This design comes from an exercise in tuning for small area, a short achievable clock period and few clock cycles per item on the open sky130 flow, not from production work.
Function was not checked in any run shown here: the RTL went through the layout flow alone.

==> flow/design.v (outline; a module is shown in full before it is edited, if it fits) <==
// module krnl_ro_rtl_counter: 57 lines
// module krnl_ro_rtl_fifo: 43 lines
// module krnl_ro_rtl_multiply: 1609 lines
// module krnl_ro_rtl_axi_read_master: 190 lines
// module krnl_ro_rtl_axi_write_master: 190 lines
// module krnl_ro_rtl_control_s_axi: 225 lines
// module krnl_ro_rtl_int: 316 lines
// module krnl_ro_rtl: 137 lines
module krnl_ro_rtl #( 
  parameter integer  C_S_AXI_CONTROL_DATA_WIDTH = 32,
  parameter integer  C_S_AXI_CONTROL_ADDR_WIDTH = 7,
  parameter integer  C_M_AXI_GMEM_ID_WIDTH = 2,
  parameter integer  C_M_AXI_GMEM_ADDR_WIDTH = 64,
  parameter integer  C_M_AXI_GMEM_DATA_WIDTH = 32
)
(
  input  wire  ap_clk,
  input  wire  ap_rst_n,
  output wire                                 m_axi_gmem_AWVALID,
  input  wire                                 m_axi_gmem_AWREADY,
  output wire [C_M_AXI_GMEM_ADDR_WIDTH-1:0]   m_axi_gmem_AWADDR,
  output wire [C_M_AXI_GMEM_ID_WIDTH - 1:0]   m_axi_gmem_AWID,
  output wire [7:0]                           m_axi_gmem_AWLEN,
  output wire [2:0]                           m_axi_gmem_AWSIZE,
  output wire [1:0]                           m_axi_gmem_AWBURST,
  output wire [1:0]                           m_axi_gmem_AWLOCK,
  output wire [3:0]                           m_axi_gmem_AWCACHE,
  output wire [2:0]                           m_axi_gmem_AWPROT,
  output wire [3:0]                           m_axi_gmem_AWQOS,
  output wire [3:0]                           m_axi_gmem_AWREGION,
  output wire                                 m_axi_gmem_WVALID,
  input  wire                                 m_axi_gmem_WREADY,
  output wire [C_M_AXI_GMEM_DATA_WIDTH-1:0]   m_axi_gmem_WDATA,
  output wire [C_M_AXI_GMEM_DATA_WIDTH/8-1:0] m_axi_gmem_WSTRB,
  output wire                                 m_axi_gmem_WLAST,
  // ...
==> flow/run.sh <==
#!/bin/bash
# synth_recipe.tcl (not shown) runs the flow's synth.tcl, then flattens the netlist and writes it again
# the make line also repeats each setting of config.mk as NAME=value (left out here)
make -C /OpenROAD-flow-scripts/flow DESIGN_CONFIG=/design/flow/config.mk WORK_HOME=/design/flow/orfs CLKGATE_MAP_FILE= SYNTH_SCRIPT=/design/flow/synth_recipe.tcl finish
==> flow/config.mk <==
export PLATFORM = sky130hd
export DESIGN_NAME = krnl_ro_rtl
export DESIGN_NICKNAME = krnl_ro_rtl
export VERILOG_FILES = /design/flow/design.v
export SDC_FILE = /design/flow/constraint.sdc
export NUM_CORES = 4
export LEC_CHECK = 0
export CAP_MARGIN = 20
export CORE_MARGIN = 2
export CORE_UTILIZATION = 40
export SLEW_MARGIN = 20
==> flow/constraint.sdc <==
create_clock -name core_clock -period 20.0 [get_ports {ap_clk}]
set_input_delay 4.0000 -clock core_clock [delete_from_list [all_inputs] [get_ports {ap_clk}]]
set_output_delay 4.0000 -clock core_clock [all_outputs]
set_load 0.01 [all_outputs]
==> results.ini, run 1 <==
[status]
status = timing/DRC/antenna clean

[min_path]
whs_path_depth = 2

[logic_synthesis]
yosysSeqAreaShare_pct = 37.8
syn_avg_cell_area_sq_um = 8.60
synth_cell_types = 91
synth_xor_area_share_pct = 4.17

[placed_design]
portBuffers = 308
post-place-ws_ns = 11.35

[clock_tree]
clkSinkCount = 887

[sta]
clock.fmax_mhz = 114

[layout]
sh_seq_area_pct = 33.7
final_common_cell = nand2_1
final_core_util_pct = 45.4
n_antenna_cell = 4
fin_area_sq_mm = 0.0642

[detailed_routing]
wl_um = 208000
drc_errors = 0
top_layer_used = met5
met2_length_um = 97700

[die]
dieArea_sq_mm = 0.146

[global_route]
grt_use_met3_pct = 5.69
grt_first_pass_wirelength_um = 305000

[worst_setup_path]
crit_fanout = 21

==> run 2: changes to the inputs <==
--- a/flow/config.mk
+++ b/flow/config.mk
@@ -6,4 +6,5 @@
 export NUM_CORES = 4
 export LEC_CHECK = 0
+export ABC_AREA = 1
 export CAP_MARGIN = 20
 export CORE_MARGIN = 2
==> run 2 against run 1 <==
Compared with the run above:
- first-iteration DRC count decreased by 26%
- clock skew is 0.0078 ns higher
- critical endpoint is now inst_krnl_ro_rtl_int.wdata_r[28]$_DFFE_PP_
- largest cell class unchanged
- highest routed layer unchanged
==> results.ini, run 2 <==
[layout]
mostFrequentLayoutCells = nand2_1, inv_1, dfxtp_1, a21oi_1, o21ai_0
final_core_util_pct = 46.1  ; +0.75 points
multiInputGateArea_sq_mm = 0.0255
top_register = inst_krnl_ro_rtl_int.wq
synthToLayoutAreaGrowth_pct = 14.7
drive_gt1_share_pct = 5.22
fillerInstances = 12600
largest_reg_flops = 66
nets = 6775
regArea_sq_mm = 0.0216
final_common_cell = nand2_1

[clock_tree]
cts_setup_buffers = 0
root_buffer = clkbuf_16
cts_buffer_depth = 3
cts_buffers = 100
cts_resized = 0
htree_num_levels = 3
holdBufCountCts = 0
tritoncts = done
clk_transition_reported_paths_ns = 0.06
clock_latency_ns = 0.74
clkSinkCount = 887  ; unchanged

[logic_synthesis]
synth.most_common_cell = nand2_1
synth_ff_type = dfxtp_1
syn_avg_cell_area_sq_um = 8.31  ; -3.4%
yosys_warnings = 3
synthTopCellsByCount = nand2_1, inv_1, dfxtp_1, a21oi_1, nor2_1
ys_async_sr_fraction_pct = 0
synthCells = 6256
synth-edff-count = 381
synthAdderAreaFrac_pct = 9.39
synth_compound_area_share_pct = 17.1
synth_xor_area_share_pct = 7.03  ; +2.9 points
synth_top_family_by_area = compound AO/OA/AOI/OAI gates
yosysSeqAreaShare_pct = 41.5  ; +3.7 points
synth-seq-cells = 887
ys_top_cells_by_area = edfxtp_1, dfxtp_1, fa_1, nand2_1, xor2_1
yosys.area.top_type = edfxtp_1
synthMuxAreaShare_pct = 0.0385
netlist.area_leader.share_pct = 22.0
synth_cell_types = 68  ; -25%
netlist_area_sq_mm = 0.0520
synth-simple-area-share_pct = 14.8

[detailed_routing]
wire_per_inst_um = 23.0
ant_nets = 0
dr.pass1.iters = 6
via_per_inst = 5.53
drtIter0Drc = 4992
vias = 45500
wl_um = 189000  ; -8.9%
drc_errors = 0  ; unchanged

[placed_design]
place_congestion = 0.951
portBuffers = 308  ; unchanged
hpwl_um = 136000
post-place-ws_ns = 11.48  ; +0.124 ns

[global_route]
overflow = 0
grt_use_met3_pct = 5.13  ; -0.57 points
grtUsageMet1_pct = 34.5
antenna_found_initial = 13
grt_max_degree = 147
grt_pass1_vias = 42800
grt_first_pass_wirelength_um = 278000  ; -8.8%
grt_busiest_layer = met2
grt_util_met2_pct = 45.9
grt_usage_pct = 27.9

[sta]
max_slew.worst_pin.slew_ns = 1.22
clock.fmax_mhz = 115  ; +0.92%
fin_crit_ns = 8.68
rsz0062_at_grt = no
period_share_pct = 43.4
setup_viol = 0
finalSetupTns_ns = 0
hold_violations = 0
whs_ns = 0.449
final.setup_skew_ns = 0.0879
relSlewSlack_pct = 18.5
timing.final.ws_setup_ns = 11.32
maxSlewViolCount = 0

[worst_setup_path]
startpoint_type = flop
crit_fanout = 34  ; +62%
required_ns = 20.55
worstPathArrival_ns = 9.23
worstSetupPathType = reg -> reg
end_kind = flop

[die]
die_w_um = 364
placementRows = 132
die_y_um = 364
dieArea_sq_mm = 0.133  ; -8.7%
ios = 379
core_sq_mm = 0.129
initial_utilization_pct = 40.2

[min_path]
hp-class = reg -> reg

[run]
drv_cap = 0

[status]
status = timing/DRC/antenna clean

==> run 2: path summary, 6_finish.rpt <==
path         slack [ns]                                          to                           startpoint  cells after the start
max               11.32  inst_krnl_ro_rtl_int.wdata_r[28]$_DFFE_PP_  inst_krnl_ro_rtl_int.r_d[1]$_DFF_P_                     25
min                0.45                                        flop                                 flop                      2
max reg2reg       11.32  inst_krnl_ro_rtl_int.wdata_r[28]$_DFFE_PP_  inst_krnl_ro_rtl_int.r_d[1]$_DFF_P_                     25
min reg2reg        0.45                                        flop                                 flop                      2
==> run 2: layout make-up <==
type                            count  share of cell area [%]
Tap cell                         1742                    3.65
Timing Repair Buffer              381                    6.13
Clock inverter                     53                   0.923
Inverter                          887                    5.60
Sequential cell                   887                    36.2
Clock buffer                      134                    4.75
Multi-Input combinational cell   4139                    42.7
Antenna cell                        3                  0.0126
==> run 2: worst max-delay path, cell delays in order, from the launching register on <==
cell and delay [ns]:
dfxtp_2 0.31, buf_4 0.48, clkinv_1 0.54, nor2_1 0.32, clkinv_1 0.82, o22ai_1 0.50, xor2_1 0.24, fa_1 0.47
fa_1 0.52, fa_1 0.54, inv_1 0.07, fa_1 0.55, inv_1 0.07, fa_1 0.54, ha_1 0.40, nand2_1 0.09
nor4_1 0.45, nand3_1 0.13, nand3_1 0.29, nand3_1 0.11, nand2_1 0.11, nand2_1 0.06, nand2_1 0.06, xor2_1 0.55
nor2_1 0.08, a31oi_1 0.15
==> run 2: metal layers <==
metal,wire (um),up-vias
met5,92,-
met4,12300,14
met3,16300,480
met2,88700,2204
met1,71700,21700
li1,-,21100
==> run 2: cells by family after synthesis <==
| group | count (synthesis) |
|---|---|
| simple gates | 1821 |
| mux | 2 |
| buf+inv | 1293 |
| compound gates | 1558 |
| xor+xnor | 417 |
| fa+ha+maj | 276 |
| flops | 887 |
| other cells | 2 |
==> run 2: through the flow <==
step / instances / cell area, sq um
2_1_floorplan: 6319 / 52200
3_3_place_gp: 8033 / 56200
3_5_place_dp: 8034 / 56200
4_1_cts: 8221 / 59600
5_1_grt: 8225 / 59600
6_report: 8226 / 59600

[static timing again, ports no longer ideal]
In the flow no input, the clock included, has a driving cell. The finished layouts below were timed again as built, in two steps. Step 1: set_driving_cell puts a clkbuf_16 on ap_clk and a buf_2 on each other input, an assumption about the parent block. Step 2 adds t to the input delays and takes it off the output delays; t is the mean of the earliest and latest rising clock arrival at the registers after step 1. Input paths then give back, and output paths get back, about the clock's delay inside the block. a / b / c = ideal / step 1 / step 2; a / b = the first two.
run | t, ns | setup slack, ns | hold WS [ns] | worst setup path at the end | pins driven straight from the clock port
run 1 | 0.812 | 11.243 / 11.243 / 11.243 | 0.456 / 0.456 / 0.456 | register to register | 1
run 2 | 0.785 | 11.323 / 11.323 / 11.323 | 0.449 / 0.449 / 0.449 | register to register | 1
After both steps every run listed still meets setup and hold.
